What follows belongs to an exercise in optimizing a design on an open flow for small area and a short achievable clock period; a production flow would make more cautious choices.
At most, simulation tests tie the RTL to the original design; equivalence was not proved.
The RTL of run 2 was laid out without a check of its function.
No activity file was given, so power comes from the tool's default toggle rates.

`flow/flow/run.sh`:
```
#!/bin/bash
# Own layout flow: the standard flow (standard.sh) with these changes:
#  - the standard synthesis runs first, on its own and unchanged;
#  - ports are buffered with buf_2 instead of the default delay cell;
#  - clock tree synthesis uses clkbuf_4/clkbuf_8 and inserts no dummy loads;
#  - the timing repair steps aim for a setup slack margin, which sizes up the critical path.
# Each step's full output goes to its own log file in this folder; ORFS's logs are under orfs/logs.
set -euo pipefail
cd "$(dirname "$0")/.."
MARGIN=${MARGIN:-9}
bash standard.sh synth > flow_synth.log 2>&1
bash standard.sh \
  "BUFFER_PORTS_ARGS=-buffer_cell sky130_fd_sc_hd__buf_2" \
  "CTS_ARGS=-sink_clustering_enable -repair_clock_nets -dont_use_dummy_load -buf_list {sky130_fd_sc_hd__clkbuf_4 sky130_fd_sc_hd__clkbuf_8}" \
  "SETUP_SLACK_MARGIN=$MARGIN" \
  "TNS_END_PERCENT=5" \
  finish > flow_finish.log 2>&1
```
`flow/standard.sh`:
```
#!/bin/bash
# synth_recipe.tcl (not shown) runs the flow's synth.tcl, then flattens the netlist and writes it again
# the make line also repeats each setting of config.mk as NAME=value (left out here)
make -C /OpenROAD-flow-scripts/flow DESIGN_CONFIG=/design/flow/config.mk WORK_HOME=/design/flow/orfs CLKGATE_MAP_FILE= SYNTH_SCRIPT=/design/flow/synth_recipe.tcl "${@:-finish}"
```
`flow/config.mk`:
```
export PLATFORM = sky130hd
export DESIGN_NAME = rv32i_cpu
export DESIGN_NICKNAME = rv32i_cpu
export VERILOG_FILES = /design/flow/design.v
export SDC_FILE = /design/flow/constraint.sdc
export NUM_CORES = 8
export LEC_CHECK = 0
export CAP_MARGIN = 20
export CORE_MARGIN = 2
export CORE_UTILIZATION = 40
export PLACE_DENSITY = 0.6
export SLEW_MARGIN = 20
export SYNTH_HIERARCHICAL = 1
```
`flow/constraint.sdc`:
```
create_clock -name core_clock -period 19.5 [get_ports {clk}]
set_input_delay 3.9000 -clock core_clock [delete_from_list [all_inputs] [get_ports {clk}]]
set_output_delay 3.9000 -clock core_clock [all_outputs]
set_load 0.01 [all_outputs]
```
`flow/design.v`:
```
module c_inv   (input a, output y);                   assign y = ~a;                    endmodule
module c_nand2 (input a, input b, output y);          assign y = ~(a & b);              endmodule
module c_nand3 (input a, input b, input c, output y); assign y = ~(a & b & c);          endmodule
module c_nand4 (input a, input b, input c, input d, output y); assign y = ~(a & b & c & d); endmodule
module c_nor2  (input a, input b, output y);          assign y = ~(a | b);              endmodule
module c_nor3  (input a, input b, input c, output y); assign y = ~(a | b | c);          endmodule
module c_xor2  (input a, input b, output y);          assign y = a ^ b;                 endmodule
module c_xnor2 (input a, input b, output y);          assign y = ~(a ^ b);              endmodule
module c_a21oi (input a, input b, input c, output y); assign y = ~((a & b) | c);        endmodule
module c_o21ai (input a, input b, input c, output y); assign y = ~((a | b) & c);        endmodule
module c_mux2i (input a, input b, input s, output y); assign y = ~(s ? b : a);          endmodule
module c_mxi   (input a, input b, input s, input sn, output y); assign y = ~((a | s) & (b | sn)); endmodule
module agu (
  input  [31:0] rn,
  input  [11:0] m,
  output [31:0] y
);
  wire a_n1, a_n2, a_n3, a_n4, a_n5, a_n6, a_n7, a_n8, a_n9, a_n10, a_n11, a_n12, a_n13, a_n14, a_n15, a_n16, a_n17, a_n18, a_n19, a_n20, a_n21, a_n22, a_n23, a_n24, a_n25, a_n26, a_n27, a_n28, a_n29, a_n30, a_n31, a_n32, a_n33, a_n34, a_n35, a_n36, a_n37, a_n38, a_n39, a_n40, a_n41, a_n42, a_n43, a_n44, a_n45, a_n46, a_n47, a_n48, a_n49, a_n50, a_n51, a_n52, a_n53, a_n54, a_n55, a_n56, a_n57, a_n58, a_n59, a_n60, a_n61, a_n62, a_n63, a_n64, a_n65, a_n66, a_n67, a_n68, a_n69, a_n70, a_n71, a_n72, a_n73, a_n74, a_n75, a_n76, a_n77, a_n78, a_n79, a_n80, a_n81, a_n82, a_n83, a_n84, a_n85, a_n86, a_n87, a_n88, a_n89, a_n90, a_n91, a_n92, a_n93, a_n94, a_n95, a_n96, a_n97, a_n98, a_n99, a_n100, a_n101, a_n102, a_n103, a_n104, a_n105, a_n106, a_n107, a_n108, a_n109, a_n110, a_n111, a_n112, a_n113, a_n114, a_n115, a_n116, a_n117, a_n118, a_n119, a_n120, a_n121, a_n122, a_n123, a_n124, a_n125, a_n126, a_n127, a_n128, a_n129, a_n130, a_n131, a_n132, a_n133, a_n134, a_n135, a_n136, a_n137, a_n138, a_n139, a_n140, a_n141, a_n142, a_n143, a_n144, a_n145, a_n146, a_n147, a_n148, a_n149, a_n150, a_n151, a_n152, a_n153, a_n154, a_n155, a_n156, a_n157, a_n158, a_n159, a_n160, a_n161, a_n162, a_n163, a_n164, a_n165, a_n166, a_n167, a_n168, a_n169, a_n170, a_n171, a_n172, a_n173, a_n174, a_n175, a_n176, a_n177, a_n178, a_n179, a_n180, a_n181, a_n182, a_n183, a_n184, a_n185, a_n186, a_n187, a_n188, a_n189, a_n190, a_n191, a_n192, a_n193, a_n194, a_n195, a_n196, a_n197, a_n198, a_n199, a_n200, a_n201, a_n202, a_n203, a_n204, a_n205, a_n206, a_n207, a_n208, a_n209, a_n210, a_n211, a_n212, a_n213, a_n214, a_n215, a_n216, a_n217, a_n218, a_n219, a_n220, a_n221, a_n222, a_n223, a_n224, a_n225, a_n226, a_n227;
  c_inv u_a_n1 (m[0], a_n1);
  c_inv u_a_n2 (m[1], a_n2);
  c_inv u_a_n3 (m[2], a_n3);
  c_inv u_a_n4 (m[3], a_n4);
  c_inv u_a_n5 (m[4], a_n5);
  c_inv u_a_n6 (m[5], a_n6);
  c_inv u_a_n7 (m[6], a_n7);
  c_inv u_a_n8 (m[7], a_n8);
  c_inv u_a_n9 (m[8], a_n9);
  c_inv u_a_n10 (m[9], a_n10);
  c_inv u_a_n11 (m[10], a_n11);
  c_inv u_a_n12 (m[11], a_n12);
  c_nor2 u_a_n13 (rn[0], a_n1, a_n13);
  c_nand2 u_a_n14 (rn[0], a_n1, a_n14);
  c_nor2 u_a_n15 (rn[1], a_n2, a_n15);
  c_nand2 u_a_n16 (rn[1], a_n2, a_n16);
  c_nor2 u_a_n17 (rn[2], a_n3, a_n17);
  c_nand2 u_a_n18 (rn[2], a_n3, a_n18);
  c_nor2 u_a_n19 (rn[3], a_n4, a_n19);
  c_nand2 u_a_n20 (rn[3], a_n4, a_n20);
  c_nor2 u_a_n21 (rn[4], a_n5, a_n21);
  c_nand2 u_a_n22 (rn[4], a_n5, a_n22);
  c_nor2 u_a_n23 (rn[5], a_n6, a_n23);
  c_nand2 u_a_n24 (rn[5], a_n6, a_n24);
  c_nor2 u_a_n25 (rn[6], a_n7, a_n25);
  c_nand2 u_a_n26 (rn[6], a_n7, a_n26);
  c_nor2 u_a_n27 (rn[7], a_n8, a_n27);
  c_nand2 u_a_n28 (rn[7], a_n8, a_n28);
  c_nor2 u_a_n29 (rn[8], a_n9, a_n29);
  c_nand2 u_a_n30 (rn[8], a_n9, a_n30);
  c_nor2 u_a_n31 (rn[9], a_n10, a_n31);
  c_nand2 u_a_n32 (rn[9], a_n10, a_n32);
  c_nor2 u_a_n33 (rn[10], a_n11, a_n33);
  c_nand2 u_a_n34 (rn[10], a_n11, a_n34);
  c_nor2 u_a_n35 (rn[11], a_n12, a_n35);
  c_nand2 u_a_n36 (rn[11], a_n12, a_n36);
  c_a21oi u_a_n37 (a_n16, a_n13, a_n15, a_n37);
  c_a21oi u_a_n38 (a_n20, a_n17, a_n19, a_n38);
  c_nand2 u_a_n39 (a_n20, a_n18, a_n39);
  c_a21oi u_a_n40 (a_n24, a_n21, a_n23, a_n40);
  c_nand2 u_a_n41 (a_n24, a_n22, a_n41);
  c_a21oi u_a_n42 (a_n28, a_n25, a_n27, a_n42);
  c_nand2 u_a_n43 (a_n28, a_n26, a_n43);
  c_a21oi u_a_n44 (a_n32, a_n29, a_n31, a_n44);
  c_nand2 u_a_n45 (a_n32, a_n30, a_n45);
  c_a21oi u_a_n46 (a_n36, a_n33, a_n35, a_n46);
  c_nand2 u_a_n47 (a_n36, a_n34, a_n47);
  c_inv u_a_n48 (a_n37, a_n48);
  c_a21oi u_a_n49 (a_n18, a_n48, a_n17, a_n49);
  c_o21ai u_a_n50 (a_n39, a_n37, a_n38, a_n50);
  c_inv u_a_n51 (a_n40, a_n51);
  c_a21oi u_a_n52 (a_n26, a_n51, a_n25, a_n52);
  c_inv u_a_n53 (a_n41, a_n53);
  c_nand2 u_a_n54 (a_n26, a_n53, a_n54);
  c_o21ai u_a_n55 (a_n43, a_n40, a_n42, a_n55);
  c_nor2 u_a_n56 (a_n43, a_n41, a_n56);
  c_inv u_a_n57 (a_n44, a_n57);
  c_a21oi u_a_n58 (a_n34, a_n57, a_n33, a_n58);
  c_inv u_a_n59 (a_n45, a_n59);
  c_nand2 u_a_n60 (a_n34, a_n59, a_n60);
  c_o21ai u_a_n61 (a_n47, a_n44, a_n46, a_n61);
  c_nor2 u_a_n62 (a_n47, a_n45, a_n62);
  c_a21oi u_a_n63 (a_n22, a_n50, a_n21, a_n63);
  c_inv u_a_n64 (a_n50, a_n64);
  c_o21ai u_a_n65 (a_n41, a_n64, a_n40, a_n65);
  c_o21ai u_a_n66 (a_n54, a_n64, a_n52, a_n66);
  c_a21oi u_a_n67 (a_n56, a_n50, a_n55, a_n67);
  c_inv u_a_n68 (a_n67, a_n68);
  c_a21oi u_a_n69 (a_n30, a_n68, a_n29, a_n69);
  c_o21ai u_a_n70 (a_n45, a_n67, a_n44, a_n70);
  c_o21ai u_a_n71 (a_n60, a_n67, a_n58, a_n71);
  c_a21oi u_a_n72 (a_n62, a_n68, a_n61, a_n72);
  c_a21oi u_a_n73 (a_n62, a_n68, a_n61, a_n73);
  c_a21oi u_a_n74 (a_n62, a_n68, a_n61, a_n74);
  c_a21oi u_a_n75 (a_n62, a_n68, a_n61, a_n75);
  c_xnor2 u_a_n76 (rn[0], m[0], a_n76);
  c_xnor2 u_a_n77 (rn[1], m[1], a_n77);
  c_xnor2 u_a_n78 (rn[2], m[2], a_n78);
  c_xnor2 u_a_n79 (rn[3], m[3], a_n79);
  c_xnor2 u_a_n80 (rn[4], m[4], a_n80);
  c_xnor2 u_a_n81 (rn[5], m[5], a_n81);
  c_xnor2 u_a_n82 (rn[6], m[6], a_n82);
  c_xnor2 u_a_n83 (rn[7], m[7], a_n83);
  c_xnor2 u_a_n84 (rn[8], m[8], a_n84);
  c_xnor2 u_a_n85 (rn[9], m[9], a_n85);
  c_xnor2 u_a_n86 (rn[10], m[10], a_n86);
  c_xnor2 u_a_n87 (rn[11], m[11], a_n87);
  c_xnor2 u_y_0 (rn[0], m[0], y[0]);
  c_xor2 u_y_1 (a_n77, a_n13, y[1]);
  c_xnor2 u_y_2 (a_n78, a_n37, y[2]);
  c_xnor2 u_y_3 (a_n79, a_n49, y[3]);
  c_xor2 u_y_4 (a_n80, a_n50, y[4]);
  c_xnor2 u_y_5 (a_n81, a_n63, y[5]);
  c_xor2 u_y_6 (a_n82, a_n65, y[6]);
  c_xor2 u_y_7 (a_n83, a_n66, y[7]);
  c_xnor2 u_y_8 (a_n84, a_n67, y[8]);
  c_xnor2 u_y_9 (a_n85, a_n69, y[9]);
  c_xor2 u_y_10 (a_n86, a_n70, y[10]);
  c_xor2 u_y_11 (a_n87, a_n71, y[11]);
  c_nor2 u_a_n88 (rn[12], m[11], a_n88);
  c_nor2 u_a_n89 (rn[14], rn[13], a_n89);
  c_nor2 u_a_n90 (rn[16], rn[15], a_n90);
  c_nor2 u_a_n91 (rn[18], rn[17], a_n91);
  c_nor2 u_a_n92 (rn[20], rn[19], a_n92);
  c_nor2 u_a_n93 (rn[22], rn[21], a_n93);
  c_nor2 u_a_n94 (rn[24], rn[23], a_n94);
  c_nor2 u_a_n95 (rn[26], rn[25], a_n95);
  c_nor2 u_a_n96 (rn[28], rn[27], a_n96);
  c_nor2 u_a_n97 (rn[30], rn[29], a_n97);
  c_inv u_a_n98 (rn[13], a_n98);
  c_nand2 u_a_n99 (a_n98, a_n88, a_n99);
  c_nand2 u_a_n100 (a_n89, a_n88, a_n100);
  c_inv u_a_n101 (rn[17], a_n101);
  c_nand2 u_a_n102 (a_n101, a_n90, a_n102);
  c_nand2 u_a_n103 (a_n91, a_n90, a_n103);
  c_inv u_a_n104 (rn[21], a_n104);
  c_nand2 u_a_n105 (a_n104, a_n92, a_n105);
  c_nand2 u_a_n106 (a_n93, a_n92, a_n106);
  c_inv u_a_n107 (rn[25], a_n107);
  c_nand2 u_a_n108 (a_n107, a_n94, a_n108);
  c_nand2 u_a_n109 (a_n95, a_n94, a_n109);
  c_inv u_a_n110 (rn[29], a_n110);
  c_nand2 u_a_n111 (a_n110, a_n96, a_n111);
  c_nand2 u_a_n112 (a_n97, a_n96, a_n112);
  c_nor2 u_a_n113 (rn[15], a_n100, a_n113);
  c_inv u_a_n114 (a_n100, a_n114);
  c_nand2 u_a_n115 (a_n90, a_n114, a_n115);
  c_nor2 u_a_n116 (a_n102, a_n100, a_n116);
  c_nor2 u_a_n117 (a_n103, a_n100, a_n117);
  c_nor2 u_a_n118 (rn[23], a_n106, a_n118);
  c_inv u_a_n119 (a_n106, a_n119);
  c_nand2 u_a_n120 (a_n94, a_n119, a_n120);
  c_nor2 u_a_n121 (a_n108, a_n106, a_n121);
  c_nor2 u_a_n122 (a_n109, a_n106, a_n122);
  c_inv u_a_n123 (rn[19], a_n123);
  c_nand2 u_a_n124 (a_n123, a_n117, a_n124);
  c_nand2 u_a_n125 (a_n92, a_n117, a_n125);
  c_inv u_a_n126 (a_n105, a_n126);
  c_nand2 u_a_n127 (a_n126, a_n117, a_n127);
  c_nand2 u_a_n128 (a_n119, a_n117, a_n128);
  c_nand2 u_a_n129 (a_n118, a_n117, a_n129);
  c_inv u_a_n130 (a_n120, a_n130);
  c_nand2 u_a_n131 (a_n130, a_n117, a_n131);
  c_nand2 u_a_n132 (a_n121, a_n117, a_n132);
  c_nand2 u_a_n133 (a_n122, a_n117, a_n133);
  c_nor2 u_a_n134 (rn[27], a_n133, a_n134);
  c_inv u_a_n135 (a_n133, a_n135);
  c_nand2 u_a_n136 (a_n96, a_n135, a_n136);
  c_nor2 u_a_n137 (a_n111, a_n133, a_n137);
  c_nor2 u_a_n138 (a_n112, a_n133, a_n138);
  c_nand2 u_a_n139 (rn[12], m[11], a_n139);
  c_nand2 u_a_n140 (rn[14], rn[13], a_n140);
  c_nand2 u_a_n141 (rn[16], rn[15], a_n141);
  c_nand2 u_a_n142 (rn[18], rn[17], a_n142);
  c_nand2 u_a_n143 (rn[20], rn[19], a_n143);
  c_nand2 u_a_n144 (rn[22], rn[21], a_n144);
  c_nand2 u_a_n145 (rn[24], rn[23], a_n145);
  c_nand2 u_a_n146 (rn[26], rn[25], a_n146);
  c_nand2 u_a_n147 (rn[28], rn[27], a_n147);
  c_nand2 u_a_n148 (rn[30], rn[29], a_n148);
  c_inv u_a_n149 (a_n139, a_n149);
  c_nand2 u_a_n150 (rn[13], a_n149, a_n150);
  c_nor2 u_a_n151 (a_n140, a_n139, a_n151);
  c_inv u_a_n152 (a_n141, a_n152);
  c_nand2 u_a_n153 (rn[17], a_n152, a_n153);
  c_nor2 u_a_n154 (a_n142, a_n141, a_n154);
  c_inv u_a_n155 (a_n143, a_n155);
  c_nand2 u_a_n156 (rn[21], a_n155, a_n156);
  c_nor2 u_a_n157 (a_n144, a_n143, a_n157);
  c_inv u_a_n158 (a_n145, a_n158);
  c_nand2 u_a_n159 (rn[25], a_n158, a_n159);
  c_nor2 u_a_n160 (a_n146, a_n145, a_n160);
  c_inv u_a_n161 (a_n147, a_n161);
  c_nand2 u_a_n162 (rn[29], a_n161, a_n162);
  c_nor2 u_a_n163 (a_n148, a_n147, a_n163);
  c_nand2 u_a_n164 (rn[15], a_n151, a_n164);
  c_nand2 u_a_n165 (a_n152, a_n151, a_n165);
  c_inv u_a_n166 (a_n153, a_n166);
  c_nand2 u_a_n167 (a_n166, a_n151, a_n167);
  c_nand2 u_a_n168 (a_n154, a_n151, a_n168);
  c_nand2 u_a_n169 (rn[23], a_n157, a_n169);
  c_nand2 u_a_n170 (a_n158, a_n157, a_n170);
  c_inv u_a_n171 (a_n159, a_n171);
  c_nand2 u_a_n172 (a_n171, a_n157, a_n172);
  c_nand2 u_a_n173 (a_n160, a_n157, a_n173);
  c_inv u_a_n174 (a_n168, a_n174);
  c_nand2 u_a_n175 (rn[19], a_n174, a_n175);
  c_nor2 u_a_n176 (a_n143, a_n168, a_n176);
  c_nor2 u_a_n177 (a_n156, a_n168, a_n177);
  c_nand2 u_a_n178 (a_n157, a_n174, a_n178);
  c_nor2 u_a_n179 (a_n169, a_n168, a_n179);
  c_nor2 u_a_n180 (a_n170, a_n168, a_n180);
  c_nor2 u_a_n181 (a_n172, a_n168, a_n181);
  c_nor2 u_a_n182 (a_n173, a_n168, a_n182);
  c_nand2 u_a_n183 (rn[27], a_n182, a_n183);
  c_nand2 u_a_n184 (a_n161, a_n182, a_n184);
  c_inv u_a_n185 (a_n162, a_n185);
  c_nand2 u_a_n186 (a_n185, a_n182, a_n186);
  c_nand2 u_a_n187 (a_n163, a_n182, a_n187);
  c_xnor2 u_a_n188 (rn[12], m[11], a_n188);
  c_xor2 u_a_n189 (rn[12], m[11], a_n189);
  c_mux2i u_y_12 (a_n188, a_n189, a_n72, y[12]);
  c_xor2 u_a_n190 (rn[13], a_n88, a_n190);
  c_xnor2 u_a_n191 (rn[13], a_n139, a_n191);
  c_mux2i u_y_13 (a_n190, a_n191, a_n73, y[13]);
  c_xnor2 u_a_n192 (rn[14], a_n99, a_n192);
  c_xnor2 u_a_n193 (rn[14], a_n150, a_n193);
  c_mux2i u_y_14 (a_n192, a_n193, a_n74, y[14]);
  c_xnor2 u_a_n194 (rn[15], a_n100, a_n194);
  c_xor2 u_a_n195 (rn[15], a_n151, a_n195);
  c_mux2i u_y_15 (a_n194, a_n195, a_n75, y[15]);
  c_xor2 u_a_n196 (rn[16], a_n113, a_n196);
  c_xnor2 u_a_n197 (rn[16], a_n164, a_n197);
  c_mux2i u_y_16 (a_n196, a_n197, a_n72, y[16]);
  c_xnor2 u_a_n198 (rn[17], a_n115, a_n198);
  c_xnor2 u_a_n199 (rn[17], a_n165, a_n199);
  c_mux2i u_y_17 (a_n198, a_n199, a_n73, y[17]);
  c_xor2 u_a_n200 (rn[18], a_n116, a_n200);
  c_xnor2 u_a_n201 (rn[18], a_n167, a_n201);
  c_mux2i u_y_18 (a_n200, a_n201, a_n74, y[18]);
  c_xor2 u_a_n202 (rn[19], a_n117, a_n202);
  c_xnor2 u_a_n203 (rn[19], a_n168, a_n203);
  c_mux2i u_y_19 (a_n202, a_n203, a_n75, y[19]);
  c_xnor2 u_a_n204 (rn[20], a_n124, a_n204);
  c_xnor2 u_a_n205 (rn[20], a_n175, a_n205);
  c_mux2i u_y_20 (a_n204, a_n205, a_n72, y[20]);
  c_xnor2 u_a_n206 (rn[21], a_n125, a_n206);
  c_xor2 u_a_n207 (rn[21], a_n176, a_n207);
  c_mux2i u_y_21 (a_n206, a_n207, a_n73, y[21]);
  c_xnor2 u_a_n208 (rn[22], a_n127, a_n208);
  c_xor2 u_a_n209 (rn[22], a_n177, a_n209);
  c_mux2i u_y_22 (a_n208, a_n209, a_n74, y[22]);
  c_xnor2 u_a_n210 (rn[23], a_n128, a_n210);
  c_xnor2 u_a_n211 (rn[23], a_n178, a_n211);
  c_mux2i u_y_23 (a_n210, a_n211, a_n75, y[23]);
  c_xnor2 u_a_n212 (rn[24], a_n129, a_n212);
  c_xor2 u_a_n213 (rn[24], a_n179, a_n213);
  c_mux2i u_y_24 (a_n212, a_n213, a_n72, y[24]);
  c_xnor2 u_a_n214 (rn[25], a_n131, a_n214);
  c_xor2 u_a_n215 (rn[25], a_n180, a_n215);
  c_mux2i u_y_25 (a_n214, a_n215, a_n73, y[25]);
  c_xnor2 u_a_n216 (rn[26], a_n132, a_n216);
  c_xor2 u_a_n217 (rn[26], a_n181, a_n217);
  c_mux2i u_y_26 (a_n216, a_n217, a_n74, y[26]);
  c_xnor2 u_a_n218 (rn[27], a_n133, a_n218);
  c_xor2 u_a_n219 (rn[27], a_n182, a_n219);
  c_mux2i u_y_27 (a_n218, a_n219, a_n75, y[27]);
  c_xor2 u_a_n220 (rn[28], a_n134, a_n220);
  c_xnor2 u_a_n221 (rn[28], a_n183, a_n221);
  c_mux2i u_y_28 (a_n220, a_n221, a_n72, y[28]);
  c_xnor2 u_a_n222 (rn[29], a_n136, a_n222);
  c_xnor2 u_a_n223 (rn[29], a_n184, a_n223);
  c_mux2i u_y_29 (a_n222, a_n223, a_n73, y[29]);
  c_xor2 u_a_n224 (rn[30], a_n137, a_n224);
  c_xnor2 u_a_n225 (rn[30], a_n186, a_n225);
  c_mux2i u_y_30 (a_n224, a_n225, a_n74, y[30]);
  c_xor2 u_a_n226 (rn[31], a_n138, a_n226);
  c_xnor2 u_a_n227 (rn[31], a_n187, a_n227);
  c_mux2i u_y_31 (a_n226, a_n227, a_n75, y[31]);
endmodule
module add_bk #(parameter N = 32, parameter L = 5) (
  input  [N-1:0] a, b,
  input          cin,
  output [N-1:0] s,
  output         cout,
  output [N-1:0] p, g
);
  assign p = a ^ b;
  assign g = a & b;
  wire [N-1:0] G [0:2*L-1];
  wire [N-1:0] P [0:2*L-1];
  assign G[0] = {g[N-1:1], g[0] | (p[0] & cin)};
  assign P[0] = p;
  genvar st, i;
  generate
    for (st = 1; st < 2*L; st = st + 1) begin : g_st
      for (i = 0; i < N; i = i + 1) begin : g_i
        localparam integer l  = (st <= L) ? st - 1 : 2*L - 1 - st;
        localparam integer d  = 1 << l;
        localparam integer ok = (st <= L) ? (((i + 1) % (2*d)) == 0)
                                          : ((i >= 3*d - 1) && (((i + 1 - d) % (2*d)) == 0));
        if (ok && i - d >= 0) begin : g_c
          assign G[st][i] = G[st-1][i] | (P[st-1][i] & G[st-1][i-d]);
          assign P[st][i] = P[st-1][i] & P[st-1][i-d];
        end else begin : g_p
          assign G[st][i] = G[st-1][i];
          assign P[st][i] = P[st-1][i];
        end
      end
    end
  endgenerate
  assign s    = p ^ {G[2*L-1][N-2:0], cin};
  assign cout = G[2*L-1][N-1];
endmodule
module shr32 (
  input  [31:0] a,
  input  [4:0]  sh,
  input         left,
  input         fill,
  output [31:0] y
);
  wire [31:0] x0, x1, x2, x3, x4;
  wire [4:0] shn = ~sh;
  wire leftn = ~left;
  wire filln = ~fill;
  genvar i;
  generate
    for (i = 0; i < 32; i = i + 1) begin : g_i
      c_mxi m0 (.a(a[i]), .b(a[31-i]), .s(left), .sn(leftn), .y(x0[i]));
      if (i + 1 < 32) begin : s0
        c_mxi m (.a(x0[i]), .b(x0[i+1]), .s(sh[0]), .sn(shn[0]), .y(x1[i]));
      end else begin : f0
        c_mxi m (.a(x0[i]), .b(filln), .s(sh[0]), .sn(shn[0]), .y(x1[i]));
      end
      if (i + 2 < 32) begin : s1
        c_mxi m (.a(x1[i]), .b(x1[i+2]), .s(sh[1]), .sn(shn[1]), .y(x2[i]));
      end else begin : f1
        c_mxi m (.a(x1[i]), .b(fill), .s(sh[1]), .sn(shn[1]), .y(x2[i]));
      end
      if (i + 4 < 32) begin : s2
        c_mxi m (.a(x2[i]), .b(x2[i+4]), .s(sh[2]), .sn(shn[2]), .y(x3[i]));
      end else begin : f2
        c_mxi m (.a(x2[i]), .b(filln), .s(sh[2]), .sn(shn[2]), .y(x3[i]));
      end
      if (i + 8 < 32) begin : s3
        c_mxi m (.a(x3[i]), .b(x3[i+8]), .s(sh[3]), .sn(shn[3]), .y(x4[i]));
      end else begin : f3
        c_mxi m (.a(x3[i]), .b(fill), .s(sh[3]), .sn(shn[3]), .y(x4[i]));
      end
      if (i + 16 < 32) begin : s4
        c_mxi m (.a(x4[i]), .b(x4[i+16]), .s(sh[4]), .sn(shn[4]), .y(y[i]));
      end else begin : f4
        c_mxi m (.a(x4[i]), .b(filln), .s(sh[4]), .sn(shn[4]), .y(y[i]));
      end
    end
  endgenerate
endmodule
module rf_hold (input q, input d, input w, input wn, output y);
  assign y = (q & wn) | (d & w);
endmodule
module rf_aoi3 (input a, input sa, input b, input sb, input c, input sc, output y);
  assign y = ~((a & sa) | (b & sb) | (c & sc));
endmodule
module regfile (
  input             clk,
  input             we,
  input      [4:0]  rs1, rs2, rd,
  input      [31:0] rd_data,
  output     [31:0] rs1n, rs1n_agu, rs2n
);
  wire [31:0] q [0:31];
  wire [31:0] s1, s2;
  assign q[0] = 32'b0;
  genvar r, k, j;
  generate
    for (r = 0; r < 32; r = r + 1) begin : g_dec
      assign s1[r] = (rs1 == r);
      assign s2[r] = (rs2 == r);
    end
    for (r = 1; r < 32; r = r + 1) begin : g_r
      reg  [31:0] x;
      wire [31:0] d;
      wire        w  = we & (rd == r);
      wire        wn = ~w;
      for (k = 0; k < 32; k = k + 1) begin : g_b
        rf_hold h (.q(x[k]), .d(rd_data[k]), .w(w), .wn(wn), .y(d[k]));
      end
      always @(posedge clk) x <= d;
      assign q[r] = x;
    end
    for (k = 0; k < 32; k = k + 1) begin : g_col
      wire [10:0] a1, a2;
      wire [2:0]  o1, o2;
      for (j = 0; j < 10; j = j + 1) begin : g_t
        rf_aoi3 t1 (.a(q[3*j+1][k]), .sa(s1[3*j+1]), .b(q[3*j+2][k]), .sb(s1[3*j+2]),
                    .c(q[3*j+3][k]), .sc(s1[3*j+3]), .y(a1[j]));
        rf_aoi3 t2 (.a(q[3*j+1][k]), .sa(s2[3*j+1]), .b(q[3*j+2][k]), .sb(s2[3*j+2]),
                    .c(q[3*j+3][k]), .sc(s2[3*j+3]), .y(a2[j]));
      end
      c_nand2 n1 (.a(q[31][k]), .b(s1[31]), .y(a1[10]));
      c_nand2 n2 (.a(q[31][k]), .b(s2[31]), .y(a2[10]));
      c_nand4 p10 (.a(a1[0]), .b(a1[1]), .c(a1[2]), .d(a1[3]), .y(o1[0]));
      c_nand4 p11 (.a(a1[4]), .b(a1[5]), .c(a1[6]), .d(a1[7]), .y(o1[1]));
      c_nand3 p12 (.a(a1[8]), .b(a1[9]), .c(a1[10]), .y(o1[2]));
      c_nand4 p20 (.a(a2[0]), .b(a2[1]), .c(a2[2]), .d(a2[3]), .y(o2[0]));
      c_nand4 p21 (.a(a2[4]), .b(a2[5]), .c(a2[6]), .d(a2[7]), .y(o2[1]));
      c_nand3 p22 (.a(a2[8]), .b(a2[9]), .c(a2[10]), .y(o2[2]));
      c_nor3 f1a (.a(o1[0]), .b(o1[1]), .c(o1[2]), .y(rs1n_agu[k]));
      c_nor3 f1b (.a(o1[0]), .b(o1[1]), .c(o1[2]), .y(rs1n[k]));
      c_nor3 f2  (.a(o2[0]), .b(o2[1]), .c(o2[2]), .y(rs2n[k]));
    end
  endgenerate
endmodule
module rv32i_cpu (
  input             clk,
  input             rst,
  output     [31:0] pc,
  input      [31:0] inst,
  output            MemWen,
  output     [31:0] MemAddr,
  output     [31:0] MemWdata,
  input      [31:0] MemRdata
);
  wire b6 = inst[6], b5 = inst[5], b4 = inst[4], b3 = inst[3], b2 = inst[2];
  wire [2:0] f3 = inst[14:12];
  wire is_store  = ~b6 &  b5 & ~b4;
  wire is_load   = ~b6 & ~b5 & ~b4;
  wire is_branch =  b6 & ~b2;
  wire is_jalr   =  b6 & ~b3 & b2;
  wire is_jal    =  b6 &  b3;
  wire is_lui    = ~b6 &  b5 & b4 &  b2;
  wire is_auipc  = ~b6 & ~b5 & b4 &  b2;
  wire is_alu    = ~b6 & b4 & ~b2;           
  wire regwrite  = ~(is_store | is_branch);
  wire [31:0] immI = {{20{inst[31]}}, inst[31:20]};
  wire [31:0] immB = {{20{inst[31]}}, inst[7], inst[30:25], inst[11:8], 1'b0};
  wire [31:0] immJ = {{12{inst[31]}}, inst[19:12], inst[20], inst[30:21], 1'b0};
  wire [31:0] immU = {inst[31:12], 12'b0};
  wire [31:0] rs1n, rs1n_agu, rs2n;
  reg  [31:0] rd_data;
  regfile rf (
    .clk(clk), .we(regwrite), .rs1(inst[19:15]), .rs2(inst[24:20]), .rd(inst[11:7]),
    .rd_data(rd_data), .rs1n(rs1n), .rs1n_agu(rs1n_agu), .rs2n(rs2n)
  );
  wire [31:0] rs1v = ~rs1n;
  wire [31:0] rs2v = ~rs2n;
  wire [31:0] agu_y;
  agu agu_i (.rn(rs1n_agu), .m({inst[31:25], is_store ? inst[11:7] : inst[24:20]}), .y(agu_y));
  assign MemAddr  = agu_y;
  assign MemWdata = rs2v;
  assign MemWen   = is_store;
  wire [31:0] op2 = b5 ? rs2v : immI;
  wire sub = is_branch | (f3[2:1] == 2'b01) | (b5 & inst[30] & (f3 == 3'b000));
  wire [31:0] sum, p, g;
  wire cout;
  add_bk #(32, 5) alu_add (.a(rs1v), .b(op2 ^ {32{sub}}), .cin(sub), .s(sum), .cout(cout), .p(p), .g(g));
  wire ltu = ~cout;
  wire lt  = (rs1v[31] ^ op2[31]) ? rs1v[31] : ltu;
  wire eq  = &p;
  wire cond = f3[2] ? (f3[1] ? ltu : lt) : eq;
  wire taken = cond ^ f3[0];
  wire [31:0] shr;
  shr32 sh_i (.a(rs1v), .sh(op2[4:0]), .left(~f3[2]), .fill(inst[30] & rs1v[31]), .y(shr));
  wire [31:0] shl;
  genvar gi;
  generate for (gi = 0; gi < 32; gi = gi + 1) begin : g_shl
    assign shl[gi] = shr[31-gi];
  end endgenerate
  wire [31:0] logic_r = (p & {32{~(f3[1] & f3[0])}}) | (g & {32{f3[1]}});
  wire [31:0] tgt, tp, tg;
  wire tc;
  add_bk #(32, 5) pc_add (.a(pc), .b(b6 ? (b3 ? immJ : immB) : immU), .cin(1'b0), .s(tgt), .cout(tc), .p(tp), .g(tg));
  wire [31:0] pc4 = {pc[31:2] + 30'd1, pc[1:0]};
  wire s_sum   = is_alu & (f3 == 3'b000);
  wire s_sll   = is_alu & (f3 == 3'b001);
  wire s_slt   = is_alu & (f3 == 3'b010);
  wire s_sltu  = is_alu & (f3 == 3'b011);
  wire s_logic = is_alu & f3[2] & (f3[1] | ~f3[0]);
  wire s_shr   = is_alu & (f3 == 3'b101);
  always @* begin
    rd_data = ({32{s_sum}}    & sum)
            | ({32{s_sll}}    & shl)
            | ({32{s_slt}}    & {31'b0, lt})
            | ({32{s_sltu}}   & {31'b0, ltu})
            | ({32{s_logic}}  & logic_r)
            | ({32{s_shr}}    & shr)
            | ({32{is_load}}  & MemRdata)
            | ({32{b6}}       & pc4)
            | ({32{is_lui}}   & immU)
            | ({32{is_auipc}} & tgt);
  end
  reg [31:1] pcr;
  assign pc = {pcr, 1'b0};
  always @(posedge clk or posedge rst) begin
    if (rst)                               pcr <= 31'b0;
    else if (is_jalr)                      pcr <= agu_y[31:1];
    else if (is_jal | (is_branch & taken)) pcr <= tgt[31:1];
    else                                   pcr <= pc4[31:1];
  end
endmodule
```
==> results.tsv, run 1 <==
metric	value	unit
p_total	8.176	mW
drive_above_1_share	0.1887	
arrival	7.48	ns
tns	0	ns
crit_fanout	32	
run_status	no timing/DRC/antenna violations	
die_area	124200	um2
cp_slowest_stage_delay	0.68	ns
startpoint_type	primary input	
worst_setup_path_end_kind	primary output	
syn_inst	4659	
syn_area_per_cell	10.42	um2
rsz0062_at_grt	true	
grt_max_degree	57	
numCtsBuffers	172	
setup_viol	0	
maxCapViolCount	0	
max_freq	87.91	MHz
finish.utilization	0.4878	
max_slew_margin	0.1407	
cpMostUsedCell	buf_2	
fin_crit_sh	0.5834	
hold_viol	0	
power.clock.fraction	0.197	
grt_pass1_vias	48201	
clock-sinks	1023	
pwr-share-comb	0.384	
cp_slowest_cell	a222oi_1	
antenna_left	0	
core-area	120100	um2
drcViolationCount	0	
seqPwrFrac	0.419	
synth_area	48570	um2
fin_crit	11.38	ns
hpwl	152.3	mm
report.final.slew_viol_count	0	
cts_tree	done	
grt_overflow_total	0	
skew	0.1446	ns
track_usage	0.3876	
path_class	primary input to primary output	
crit_required	15.60	ns
ios	163	
antenna_found_initial	3	
die_x	352.4	um
die_h	352.4	um
p_leak	22.80	nW
wirelength	256.1	mm
rows	127	
start_util	0.4043	
drt-pass1-iter-count	14	
cts.path.max_buffers	3	
root_buffer	clkbuf_8	
peakVddDrop	0.07726	mV
ys.warnings.count	9	
clk_latency	0.94	ns
hold_class	register to register	
switching_power	3.266	mW
vias	51987	
hold_ws	0.5102	ns
switching_share	0.3994	
p_int	4.910	mW
grt_pass1_wl	353.1	mm
syn_to_final_growth	20.66	%
cts.clk_slew.worst_paths	0.05	ns
final_nets	5431	
power.density	139.5	nW/um2
viasPerCell	7.551	
io_buffers	159	
gp_congestion	1.026	
drt_iter0_drc	12565	
tightest_slew	1.286	ns
h-tree-depth	4	
wire_per_inst	37.20	um
path_cells	buf_2 > nand2b_2 > nor2_4 > buf_4 > a222oi_1 > nand4_1 > nor3_2 > inv_1 > buf_2	
==> cell type report <==
| class | count | area [um2] |
|---|---|---|
| multi-input combinational | 3385 | 28330 |
| tap | 1612 | 2017 |
| sequential | 1023 | 20630 |
| timing repair buffer | 506 | 4547 |
| clock buffer | 172 | 2367 |
| fill | 11210 | 61530 |
| inverter | 181 | 686.9 |
| antenna | 6 | 15.01 |
==> critical path, delay by kind of cell <==
| family | cells | cell delay, ns |
|---|---|---|
| and+or+nand+nor | 4 | 1.90 |
| AOI/OAI and AO/OA | 1 | 0.68 |
| buffers and inverters | 4 | 0.96 |
==> per-stage QoR <==
| step | cells | instance area, um2 | setup WS [ns] |
|---|---|---|---|
| after floorplan | 4662 | 48870 | 9.006 |
| after detailed placement | 6517 | 53170 | 6.499 |
| after CTS | 6840 | 57830 | 8.344 |
| final | 6885 | 58600 | 8.124 |
| after global placement | 6509 | 52970 | 6.487 |
| after global routing | 6884 | 58600 | 8.217 |
==> layer usage <==
layer / vias to the layer above / wire length [um] / track usage
met3: 831 / 37960 / 0.1440
li1: 21322 / - / -
met2: 4450 / 103300 / 0.5382
met1: 25376 / 94980 / 0.4932
met4: 8 / 19760 / 0.2696
met5: - / 167 / 0.009231
==> flip-flops by register name, summed over array words and instances (netlist names) <==
name / count
pcr: 31
rf.g_r.x: 992
==> layout by cell type, fill, tap and decap left out, types with 36 or more instances in the layout <==
cell type,instances
nand4_1,150
a21oi_1,54
o22ai_1,192
buf_4,257
buf_12,36
buf_6,38
mux2i_1,37
o21ai_1,36
a222oi_1,674
nand3_1,106
xnor2_1,97
a22o_1,994
xor2_1,54
clkbuf_8,172
o21ai_0,48
dfxtp_1,992
buf_2,145
nor2_1,83
inv_1,178
nor2_4,87
nor3_2,74
ha_1,62
nand2_1,274
==> worst paths after layout <==
| path | to | slack, ns | cells past startpoint | start |
|---|---|---|---|---|
| max reg2reg | rf.g_r[21].x[31] | 13.02 | 22 | rf.g_r[16].x[0] |
| min reg2reg | rf.g_r[21].x[27] | 0.51 | 1 | rf.g_r[21].x[27] |
| min | rf.g_r[21].x[27] | 0.51 | 1 | rf.g_r[21].x[27] |
| max in group asynchronous | pcr[8] | 15.77 | 2 | rst |
| min in group asynchronous | pcr[29] | 3.18 | 2 | rst |
| max | MemWdata[17] | 8.12 | 9 | inst[24] |
==> power by group through the flow <==
stage | combinational [mW] | sequential [mW] | clock (mW)
final | 3.14 | 3.43 | 1.61
after global routing | 3.27 | 3.50 | 1.70
after CTS | 2.93 | 3.39 | 1.61
after detailed placement | 2.76 | 3.42 | 0
after global placement | 2.74 | 3.39 | 0
after floorplan | 1.81 | 3.29 | 0
==> timing repair <==
action | in CTS | in global routing
endpoints found under the setup margin | 64 | 298
setup buffers | 140 | 28
resized for setup | 185 | 56
hold buffers | 0 | 0
cloned | 11 | 4
pin swaps | 105 | 43
==> run 2, diff against run 1 <==
--- a/flow/design.v
+++ b/flow/design.v
@@ -2,7 +2,9 @@
 module c_nand2 (input a, input b, output y);          assign y = ~(a & b);              endmodule
 module c_nand3 (input a, input b, input c, output y); assign y = ~(a & b & c);          endmodule
 module c_nand4 (input a, input b, input c, input d, output y); assign y = ~(a & b & c & d); endmodule
+module c_and2  (input a, input b, output y);          assign y = a & b;                 endmodule
 module c_nor2  (input a, input b, output y);          assign y = ~(a | b);              endmodule
+module c_or3   (input a, input b, input c, output y); assign y = a | b | c;            endmodule
 module c_nor3  (input a, input b, input c, output y); assign y = ~(a | b | c);          endmodule
 module c_xor2  (input a, input b, output y);          assign y = a ^ b;                 endmodule
 module c_xnor2 (input a, input b, output y);          assign y = ~(a ^ b);              endmodule
@@ -276,6 +278,133 @@
   c_xnor2 u_a_n227 (rn[31], a_n187, a_n227);
   c_mux2i u_y_31 (a_n226, a_n227, a_n75, y[31]);
 endmodule
+module pc_add (
+  input  [30:0] a, b,
+  output [30:0] s
+);
+  wire r_n1, r_n2, r_n3, r_n4, r_n5, r_n6, r_n7, r_n8, r_n9, r_n10, r_n11, r_n12, r_n13, r_n14, r_n15, r_n16, r_n17, r_n18, r_n19, r_n20, r_n21, r_n22, r_n23, r_n24, r_n25, r_n26, r_n27, r_n28, r_n29, r_n30, r_n31, r_n32, r_n33, r_n34, r_n35, r_n36, r_n37, r_n38, r_n39, r_n40, r_n41, r_n42, r_n43, r_n44, r_n45, r_n46, r_n47, r_n48, r_n49, r_n50, r_n51, r_n52, r_n53, r_n54, r_n55, r_n56, r_n57, r_n58, r_n59, r_n60, r_n61, r_n62, r_n63, r_n64, r_n65, r_n66, r_n67, r_n68, r_n69, r_n70, r_n71, r_n72, r_n73, r_n74, r_n75, r_n76, r_n77, r_n78, r_n79, r_n80, r_n81, r_n82, r_n83, r_n84, r_n85, r_n86, r_n87, r_n88, r_n89, r_n90;
+  c_xor2 u_s_0 (a[0], b[0], s[0]);
+  c_nand2 u_r_n1 (a[0], b[0], r_n1);
+  c_xnor2 u_r_n2 (a[1], b[1], r_n2);
+  c_nand2 u_r_n3 (a[1], b[1], r_n3);
+  c_xor2 u_s_1 (r_n2, r_n1, s[1]);
+  c_o21ai u_r_n4 (r_n2, r_n1, r_n3, r_n4);
+  c_xor2 u_r_n5 (a[2], b[2], r_n5);
+  c_and2 u_r_n6 (a[2], b[2], r_n6);
+  c_xor2 u_s_2 (r_n5, r_n4, s[2]);
+  c_a21oi u_r_n7 (r_n5, r_n4, r_n6, r_n7);
+  c_xnor2 u_r_n8 (a[3], b[3], r_n8);
+  c_nand2 u_r_n9 (a[3], b[3], r_n9);
+  c_xor2 u_s_3 (r_n8, r_n7, s[3]);
+  c_o21ai u_r_n10 (r_n8, r_n7, r_n9, r_n10);
+  c_xor2 u_r_n11 (a[4], b[4], r_n11);
+  c_and2 u_r_n12 (a[4], b[4], r_n12);
+  c_xor2 u_s_4 (r_n11, r_n10, s[4]);
+  c_a21oi u_r_n13 (r_n11, r_n10, r_n12, r_n13);
+  c_xnor2 u_r_n14 (a[5], b[5], r_n14);
+  c_nand2 u_r_n15 (a[5], b[5], r_n15);
+  c_xor2 u_s_5 (r_n14, r_n13, s[5]);
+  c_o21ai u_r_n16 (r_n14, r_n13, r_n15, r_n16);
+  c_xor2 u_r_n17 (a[6], b[6], r_n17);
+  c_and2 u_r_n18 (a[6], b[6], r_n18);
+  c_xor2 u_s_6 (r_n17, r_n16, s[6]);
+  c_a21oi u_r_n19 (r_n17, r_n16, r_n18, r_n19);
+  c_xnor2 u_r_n20 (a[7], b[7], r_n20);
+  c_nand2 u_r_n21 (a[7], b[7], r_n21);
+  c_xor2 u_s_7 (r_n20, r_n19, s[7]);
+  c_o21ai u_r_n22 (r_n20, r_n19, r_n21, r_n22);
+  c_xor2 u_r_n23 (a[8], b[8], r_n23);
+  c_and2 u_r_n24 (a[8], b[8], r_n24);
+  c_xor2 u_s_8 (r_n23, r_n22, s[8]);
+  c_a21oi u_r_n25 (r_n23, r_n22, r_n24, r_n25);
+  c_xnor2 u_r_n26 (a[9], b[9], r_n26);
+  c_nand2 u_r_n27 (a[9], b[9], r_n27);
+  c_xor2 u_s_9 (r_n26, r_n25, s[9]);
+  c_o21ai u_r_n28 (r_n26, r_n25, r_n27, r_n28);
+  c_xor2 u_r_n29 (a[10], b[10], r_n29);
+  c_and2 u_r_n30 (a[10], b[10], r_n30);
+  c_xor2 u_s_10 (r_n29, r_n28, s[10]);
+  c_a21oi u_r_n31 (r_n29, r_n28, r_n30, r_n31);
+  c_xnor2 u_r_n32 (a[11], b[11], r_n32);
+  c_nand2 u_r_n33 (a[11], b[11], r_n33);
+  c_xor2 u_s_11 (r_n32, r_n31, s[11]);
+  c_o21ai u_r_n34 (r_n32, r_n31, r_n33, r_n34);
+  c_xor2 u_r_n35 (a[12], b[12], r_n35);
+  c_and2 u_r_n36 (a[12], b[12], r_n36);
+  c_xor2 u_s_12 (r_n35, r_n34, s[12]);
+  c_a21oi u_r_n37 (r_n35, r_n34, r_n36, r_n37);
+  c_xnor2 u_r_n38 (a[13], b[13], r_n38);
+  c_nand2 u_r_n39 (a[13], b[13], r_n39);
+  c_xor2 u_s_13 (r_n38, r_n37, s[13]);
+  c_o21ai u_r_n40 (r_n38, r_n37, r_n39, r_n40);
+  c_xor2 u_r_n41 (a[14], b[14], r_n41);
+  c_and2 u_r_n42 (a[14], b[14], r_n42);
+  c_xor2 u_s_14 (r_n41, r_n40, s[14]);
+  c_a21oi u_r_n43 (r_n41, r_n40, r_n42, r_n43);
+  c_xnor2 u_r_n44 (a[15], b[15], r_n44);
+  c_nand2 u_r_n45 (a[15], b[15], r_n45);
+  c_xor2 u_s_15 (r_n44, r_n43, s[15]);
+  c_o21ai u_r_n46 (r_n44, r_n43, r_n45, r_n46);
+  c_xor2 u_r_n47 (a[16], b[16], r_n47);
+  c_and2 u_r_n48 (a[16], b[16], r_n48);
+  c_xor2 u_s_16 (r_n47, r_n46, s[16]);
+  c_a21oi u_r_n49 (r_n47, r_n46, r_n48, r_n49);
+  c_xnor2 u_r_n50 (a[17], b[17], r_n50);
+  c_nand2 u_r_n51 (a[17], b[17], r_n51);
+  c_xor2 u_s_17 (r_n50, r_n49, s[17]);
+  c_o21ai u_r_n52 (r_n50, r_n49, r_n51, r_n52);
+  c_xor2 u_r_n53 (a[18], b[18], r_n53);
+  c_and2 u_r_n54 (a[18], b[18], r_n54);
+  c_xor2 u_s_18 (r_n53, r_n52, s[18]);
+  c_a21oi u_r_n55 (r_n53, r_n52, r_n54, r_n55);
+  c_xnor2 u_r_n56 (a[19], b[19], r_n56);
+  c_nand2 u_r_n57 (a[19], b[19], r_n57);
+  c_xor2 u_s_19 (r_n56, r_n55, s[19]);
+  c_o21ai u_r_n58 (r_n56, r_n55, r_n57, r_n58);
+  c_xor2 u_r_n59 (a[20], b[20], r_n59);
+  c_and2 u_r_n60 (a[20], b[20], r_n60);
+  c_xor2 u_s_20 (r_n59, r_n58, s[20]);
+  c_a21oi u_r_n61 (r_n59, r_n58, r_n60, r_n61);
+  c_xnor2 u_r_n62 (a[21], b[21], r_n62);
+  c_nand2 u_r_n63 (a[21], b[21], r_n63);
+  c_xor2 u_s_21 (r_n62, r_n61, s[21]);
+  c_o21ai u_r_n64 (r_n62, r_n61, r_n63, r_n64);
+  c_xor2 u_r_n65 (a[22], b[22], r_n65);
+  c_and2 u_r_n66 (a[22], b[22], r_n66);
+  c_xor2 u_s_22 (r_n65, r_n64, s[22]);
+  c_a21oi u_r_n67 (r_n65, r_n64, r_n66, r_n67);
+  c_xnor2 u_r_n68 (a[23], b[23], r_n68);
+  c_nand2 u_r_n69 (a[23], b[23], r_n69);
+  c_xor2 u_s_23 (r_n68, r_n67, s[23]);
+  c_o21ai u_r_n70 (r_n68, r_n67, r_n69, r_n70);
+  c_xor2 u_r_n71 (a[24], b[24], r_n71);
+  c_and2 u_r_n72 (a[24], b[24], r_n72);
+  c_xor2 u_s_24 (r_n71, r_n70, s[24]);
+  c_a21oi u_r_n73 (r_n71, r_n70, r_n72, r_n73);
+  c_xnor2 u_r_n74 (a[25], b[25], r_n74);
+  c_nand2 u_r_n75 (a[25], b[25], r_n75);
+  c_xor2 u_s_25 (r_n74, r_n73, s[25]);
+  c_o21ai u_r_n76 (r_n74, r_n73, r_n75, r_n76);
+  c_xor2 u_r_n77 (a[26], b[26], r_n77);
+  c_and2 u_r_n78 (a[26], b[26], r_n78);
+  c_xor2 u_s_26 (r_n77, r_n76, s[26]);
+  c_a21oi u_r_n79 (r_n77, r_n76, r_n78, r_n79);
+  c_xnor2 u_r_n80 (a[27], b[27], r_n80);
+  c_nand2 u_r_n81 (a[27], b[27], r_n81);
+  c_xor2 u_s_27 (r_n80, r_n79, s[27]);
+  c_o21ai u_r_n82 (r_n80, r_n79, r_n81, r_n82);
+  c_xor2 u_r_n83 (a[28], b[28], r_n83);
+  c_and2 u_r_n84 (a[28], b[28], r_n84);
+  c_xor2 u_s_28 (r_n83, r_n82, s[28]);
+  c_a21oi u_r_n85 (r_n83, r_n82, r_n84, r_n85);
+  c_xnor2 u_r_n86 (a[29], b[29], r_n86);
+  c_nand2 u_r_n87 (a[29], b[29], r_n87);
+  c_xor2 u_s_29 (r_n86, r_n85, s[29]);
+  c_o21ai u_r_n88 (r_n86, r_n85, r_n87, r_n88);
+  c_xor2 u_r_n89 (a[30], b[30], r_n89);
+  c_and2 u_r_n90 (a[30], b[30], r_n90);
+  c_xor2 u_s_30 (r_n89, r_n88, s[30]);
+endmodule
 module add_bk #(parameter N = 32, parameter L = 5) (
   input  [N-1:0] a, b,
   input          cin,
@@ -364,7 +493,9 @@
   input             we,
   input      [4:0]  rs1, rs2, rd,
   input      [31:0] rd_data,
-  output     [31:0] rs1n, rs1n_agu, rs2n
+  input             use_imm,
+  input      [31:0] imm,
+  output     [31:0] rs1v, rs1n_agu, rs2v
 );
   wire [31:0] q [0:31];
   wire [31:0] s1, s2;
@@ -373,7 +504,7 @@
   generate
     for (r = 0; r < 32; r = r + 1) begin : g_dec
       assign s1[r] = (rs1 == r);
-      assign s2[r] = (rs2 == r);
+      assign s2[r] = (rs2 == r) & ~use_imm;
     end
     for (r = 1; r < 32; r = r + 1) begin : g_r
       reg  [31:0] x;
@@ -396,7 +527,7 @@
                     .c(q[3*j+3][k]), .sc(s2[3*j+3]), .y(a2[j]));
       end
       c_nand2 n1 (.a(q[31][k]), .b(s1[31]), .y(a1[10]));
-      c_nand2 n2 (.a(q[31][k]), .b(s2[31]), .y(a2[10]));
+      rf_aoi3 n2 (.a(q[31][k]), .sa(s2[31]), .b(imm[k]), .sb(use_imm), .c(1'b0), .sc(1'b0), .y(a2[10]));
       c_nand4 p10 (.a(a1[0]), .b(a1[1]), .c(a1[2]), .d(a1[3]), .y(o1[0]));
       c_nand4 p11 (.a(a1[4]), .b(a1[5]), .c(a1[6]), .d(a1[7]), .y(o1[1]));
       c_nand3 p12 (.a(a1[8]), .b(a1[9]), .c(a1[10]), .y(o1[2]));
@@ -404,8 +535,8 @@
       c_nand4 p21 (.a(a2[4]), .b(a2[5]), .c(a2[6]), .d(a2[7]), .y(o2[1]));
       c_nand3 p22 (.a(a2[8]), .b(a2[9]), .c(a2[10]), .y(o2[2]));
       c_nor3 f1a (.a(o1[0]), .b(o1[1]), .c(o1[2]), .y(rs1n_agu[k]));
-      c_nor3 f1b (.a(o1[0]), .b(o1[1]), .c(o1[2]), .y(rs1n[k]));
-      c_nor3 f2  (.a(o2[0]), .b(o2[1]), .c(o2[2]), .y(rs2n[k]));
+      c_or3  f1b (.a(o1[0]), .b(o1[1]), .c(o1[2]), .y(rs1v[k]));
+      c_or3  f2  (.a(o2[0]), .b(o2[1]), .c(o2[2]), .y(rs2v[k]));
     end
   endgenerate
 endmodule
@@ -434,20 +565,18 @@
   wire [31:0] immB = {{20{inst[31]}}, inst[7], inst[30:25], inst[11:8], 1'b0};
   wire [31:0] immJ = {{12{inst[31]}}, inst[19:12], inst[20], inst[30:21], 1'b0};
   wire [31:0] immU = {inst[31:12], 12'b0};
-  wire [31:0] rs1n, rs1n_agu, rs2n;
+  wire [31:0] rs1v, rs1n_agu, op2;
   reg  [31:0] rd_data;
   regfile rf (
     .clk(clk), .we(regwrite), .rs1(inst[19:15]), .rs2(inst[24:20]), .rd(inst[11:7]),
-    .rd_data(rd_data), .rs1n(rs1n), .rs1n_agu(rs1n_agu), .rs2n(rs2n)
+    .rd_data(rd_data), .use_imm(~b5), .imm(immI),
+    .rs1v(rs1v), .rs1n_agu(rs1n_agu), .rs2v(op2)
   );
-  wire [31:0] rs1v = ~rs1n;
-  wire [31:0] rs2v = ~rs2n;
   wire [31:0] agu_y;
   agu agu_i (.rn(rs1n_agu), .m({inst[31:25], is_store ? inst[11:7] : inst[24:20]}), .y(agu_y));
   assign MemAddr  = agu_y;
-  assign MemWdata = rs2v;
+  assign MemWdata = op2;       
   assign MemWen   = is_store;
-  wire [31:0] op2 = b5 ? rs2v : immI;
   wire sub = is_branch | (f3[2:1] == 2'b01) | (b5 & inst[30] & (f3 == 3'b000));
   wire [31:0] sum, p, g;
   wire cout;
@@ -465,10 +594,19 @@
     assign shl[gi] = shr[31-gi];
   end endgenerate
   wire [31:0] logic_r = (p & {32{~(f3[1] & f3[0])}}) | (g & {32{f3[1]}});
-  wire [31:0] tgt, tp, tg;
-  wire tc;
-  add_bk #(32, 5) pc_add (.a(pc), .b(b6 ? (b3 ? immJ : immB) : immU), .cin(1'b0), .s(tgt), .cout(tc), .p(tp), .g(tg));
-  wire [31:0] pc4 = {pc[31:2] + 30'd1, pc[1:0]};
+  wire [31:0] pimm = b6 ? (b3 ? immJ : immB) : immU;
+  wire [31:0] tgt;
+  pc_add pc_add_i (.a(pc[31:1]), .b(pimm[31:1]), .s(tgt[31:1]));
+  assign tgt[0] = 1'b0;
+  wire [31:0] pc4;
+  wire [30:0] ic;
+  assign ic[0] = 1'b1;
+  genvar ii;
+  generate for (ii = 2; ii < 32; ii = ii + 1) begin : g_inc
+    assign pc4[ii]  = pc[ii] ^ ic[ii-2];
+    assign ic[ii-1] = pc[ii] & ic[ii-2];
+  end endgenerate
+  assign pc4[1:0] = pc[1:0];
   wire s_sum   = is_alu & (f3 == 3'b000);
   wire s_sll   = is_alu & (f3 == 3'b001);
   wire s_slt   = is_alu & (f3 == 3'b010);
--- a/flow/flow/run.sh
+++ b/flow/flow/run.sh
@@ -7,7 +7,7 @@
 # Each step's full output goes to its own log file in this folder; ORFS's logs are under orfs/logs.
 set -euo pipefail
 cd "$(dirname "$0")/.."
-MARGIN=${MARGIN:-9}
+MARGIN=${MARGIN:-0}
 bash standard.sh synth > flow_synth.log 2>&1
 bash standard.sh \
   "BUFFER_PORTS_ARGS=-buffer_cell sky130_fd_sc_hd__buf_2" \
==> run 2 against run 1 <==
Against the previous run:
- still clean
- first-iteration DRC count is 6.2% lower
- combinational power fell by 18%
- synthesized cell count is 3.1% lower
- critical path depth is 6 higher
- synthesized area down 1.6%
- via count is 2.5% lower
- maximum frequency shrank 14%
- routed wire length fell by 3.6%
- die area shrank 1.6%
- sequential share of layout area grew 2.3 points
- global-route usage fell by 0.41 points
- utilization decreased by 2.2 points
- critical path type unchanged
- largest cell class unchanged
==> results.tsv, run 2 <==
metric	value	unit	change
grt_pass1_vias	46630		-3.3%
seqCellArea	20630	um2	unchanged
wl_met1	91.62	mm	-3.5%
rsz0062_at_grt	false		
wirelength	246.9	mm	-3.6%
final_cell_mix	a22o_1, dfxtp_1, a222oi_1		
synth_area	47770	um2	-1.6%
vias	50682		-2.5%
setup_viol	0		unchanged
track_usage	0.3835		-0.004108
maxCapViolCount	0		unchanged
synth.most_common_cell	a22o_1		
arrival	9.40	ns	+1.92 ns
p_leak	20.92	nW	-8.2%
syn_to_final_growth	15.20	%	
max_slew_margin	0.1401		-0.0005590
die_area	122200	um2	-1.6%
synth-seq-cells	1023		
dr_wl_met3	37.34	mm	-1.6%
synth_common_cells	a22o_1, dfxtp_1, a222oi_1		
top_register	rf.g_r.x		
grt_max_degree	65		+14%
startpoint_type	primary input		
tightest_slew	1.287	ns	+0.0008361 ns
viasPerCell	7.738		+2.5%
multiInputGateArea	27420	um2	-3.2%
fin_ws	6.200	ns	-1.924 ns
cts-hold-fix-buffers	0		unchanged
ios	163		unchanged
numCtsBuffers	168		-2.3%
gp_congestion	1.021		-0.47%
fin_crit_sh	0.6821		+0.09869
final_common_cell	a22o_1		
clock-sinks	1023		unchanged
drt-pass1-iter-count	13		-1
ys.warnings.count	9		unchanged
synth_top_area_cell	dfxtp_1		
post-place-ws	6.463	ns	-0.03578 ns
async_flop_share	0.03030		
wl_met2	99.25	mm	-3.9%
cts.path.max_buffers	3		unchanged
h-tree-depth	4		unchanged
crit_fanout	32		unchanged
run_status	no timing/DRC/antenna violations		
crit_required	15.60	ns	about the same
max_freq	75.19	MHz	-14%
top_layer	met5		
grt_pass1_wl	340.7	mm	-3.5%
fin_crit	13.30	ns	+1.924 ns
synth_ff_type	dfxtp_1		
worst_setup_path_end_kind	primary output		
tns	0	ns	unchanged
start_util	0.4040		about the same
synth_top_cell_area_share	0.4157		
ys_seq_area_frac	0.4320		
io_buffers	159		unchanged
syn_area_per_cell	10.58	um2	+1.5%
skew	0.1454	ns	+0.0008440 ns
peakVddDrop	0.07327	mV	-5.2%
drive_above_1_share	0.1399		-0.04883
final_nets	5149		-5.2%
wire_per_inst	37.70	um	+1.3%
report.final.slew_viol_count	0		unchanged
root_buffer	clkbuf_8		
cts.clk_slew.worst_paths	0.06	ns	about the same
ctsResizeCount	0		-100%
power.density	136.6	nW/um2	-2.1%
rows	126		-0.79%
antenna_found_initial	18		+15
hpwl	148.7	mm	-2.4%
clk_latency	0.95	ns	about the same
largest_reg_flops	992		unchanged
die_x	349.6	um	-0.81%
path_class	primary input to primary output		
grt_overflow_total	0		unchanged
syn_inst	4515		-3.1%
hold_class	register to register		
drt_iter0_drc	11783		-6.2%
core-area	118200	um2	-1.6%
cts_tree	done		
top_regs	rf.g_r.x x992, pcr x31		
synth_cell_type_count	83		
synth_area_leaders	dfxtp_1, a22o_1, a222oi_1, o22ai_1, nand2_1		
synth-edff-count	0		
antenna_left	0		unchanged
die_h	349.6	um	-0.81%
drcViolationCount	0		unchanged
hold_viol	0		unchanged
n_fill_cell	11039		-1.5%
cts_setup_buffers	0		-100%
run 2: cell families (layout without fill, tap and decap cells):
family,Yosys count,in the layout,synth area share
AO/OA/AOI/OAI,2204,2204,0.4015
XOR/XNOR,172,172,0.03154
adder cells (fa/ha/maj),77,77,0.02284
buffers and inverters,169,595,0.01404
flip-flops,1023,1023,0.4320
multiplexers,25,25,0.005239
other,2,75,0.0001572
AND/OR/NAND/NOR,843,843,0.09275
run 2: path summary, 6_finish.rpt:
check	start	endpoint	slack (ns)	cells past startpoint
worst min-delay path	rf.g_r[7].x[31]	rf.g_r[7].x[31]	0.51	1
max in group asynchronous	rst	pcr[14]	16.02	3
worst max register to register	pcr[2]	rf.g_r[18].x[31]	11.63	33
min in group asynchronous	rst	pcr[1]	3.11	3
worst min register to register	rf.g_r[7].x[31]	rf.g_r[7].x[31]	0.51	1
worst max-delay path	inst[19]	MemAddr[29]	6.20	15
run 2: layer usage:
metal | vias up | track usage
met5 | - | 0.01020
met4 | 10 | 0.2655
met3 | 874 | 0.1552
met2 | 4395 | 0.5346
met1 | 24655 | 0.4786
li1 | 20748 | -
run 2: Yosys stat by module, one instance, submodules excluded, a selection:
module   flops+latches  times used  cells
rf_hold              0         992      1
c_nand3              0          64      1
c_nand2              0         116      1
c_nor2               0          44      1
regfile            992           1   1181
c_nor3               0          32      1
c_o21ai              0          22      1
c_mxi                0         192      1
rf_aoi3              0         672      1
c_and2               0          14      1
shr32                0           1      7
c_a21oi              0          30      1
run 2: layout make-up:
cell class / instances / share of cell area
clock buffer: 168 / 0.04202
sequential: 1023 / 0.3750
multi-input combinational: 3386 / 0.4983
antenna: 10 / 0.0004547
timing repair buffer: 339 / 0.04334
tap: 1536 / 0.03492
inverter: 88 / 0.006003
run 2: report_power, final:
group	internal [mW]	switching (mW)
logic	1.06	1.51
registers	2.80	0.571
clock network	0.755	0.818
run 2: critical path, stage by stage:
cell      delay [ns]
buf_2           0.34
nand2b_1        0.75
nor2_4          0.05
buf_4           0.35
a222oi_1        0.47
nand4_1         0.45
nor3_2          0.75
nor2_1          0.18
a21oi_2         0.28
o21ai_1         0.22
a21oi_2         0.33
inv_1           0.23
a21oi_2         0.48
mux2i_1         0.35
buf_2           0.24
run 2: stage by stage:
stage	util	std cells	power (mW)	hold WS, ns	instance area, um2
after global routing	0.4653	6547	7.795	0.5215	55020
after detailed placement	0.4436	6361	5.832	0.4934	52450
after global placement	0.4427	6357	5.777	0.4870	52340
after CTS	0.4632	6529	7.386	0.5092	54760
final	0.4654	6550	7.519	0.5116	55030
after floorplan	-	4578	4.907	0.4769	48000

==> afterwards: timing with drivers on the ports <==
Ports are ideal in the flow. The routed layouts listed here were re-timed in OpenROAD.
Step 1: set_driving_cell puts a clkbuf_16 on clk and a buf_2 on each other input, an assumption about the parent block.
Step 2 times the ports against the registers' clock, not the clock port: input delays grow and output delays shrink by t, the midpoint of the rising clock arrivals with the driver on.
Three values: ideal ports, drivers, drivers and shift; two values: the first two.
run | shift t [ns] | setup slack, ns | worst setup path after step 2 | pins driven straight from the clock port
run 1 | 0.944 | 8.124 / 8.039 / 7.952 | input to register | 1
run 2 | 0.946 | 6.200 / 6.172 / 6.172 | input to output | 1
After both steps setup and hold are still met in every run listed. For run 1, which loses most, drivers alone change the setup slack by -0.085 ns; drivers and shift together by -0.172 ns.
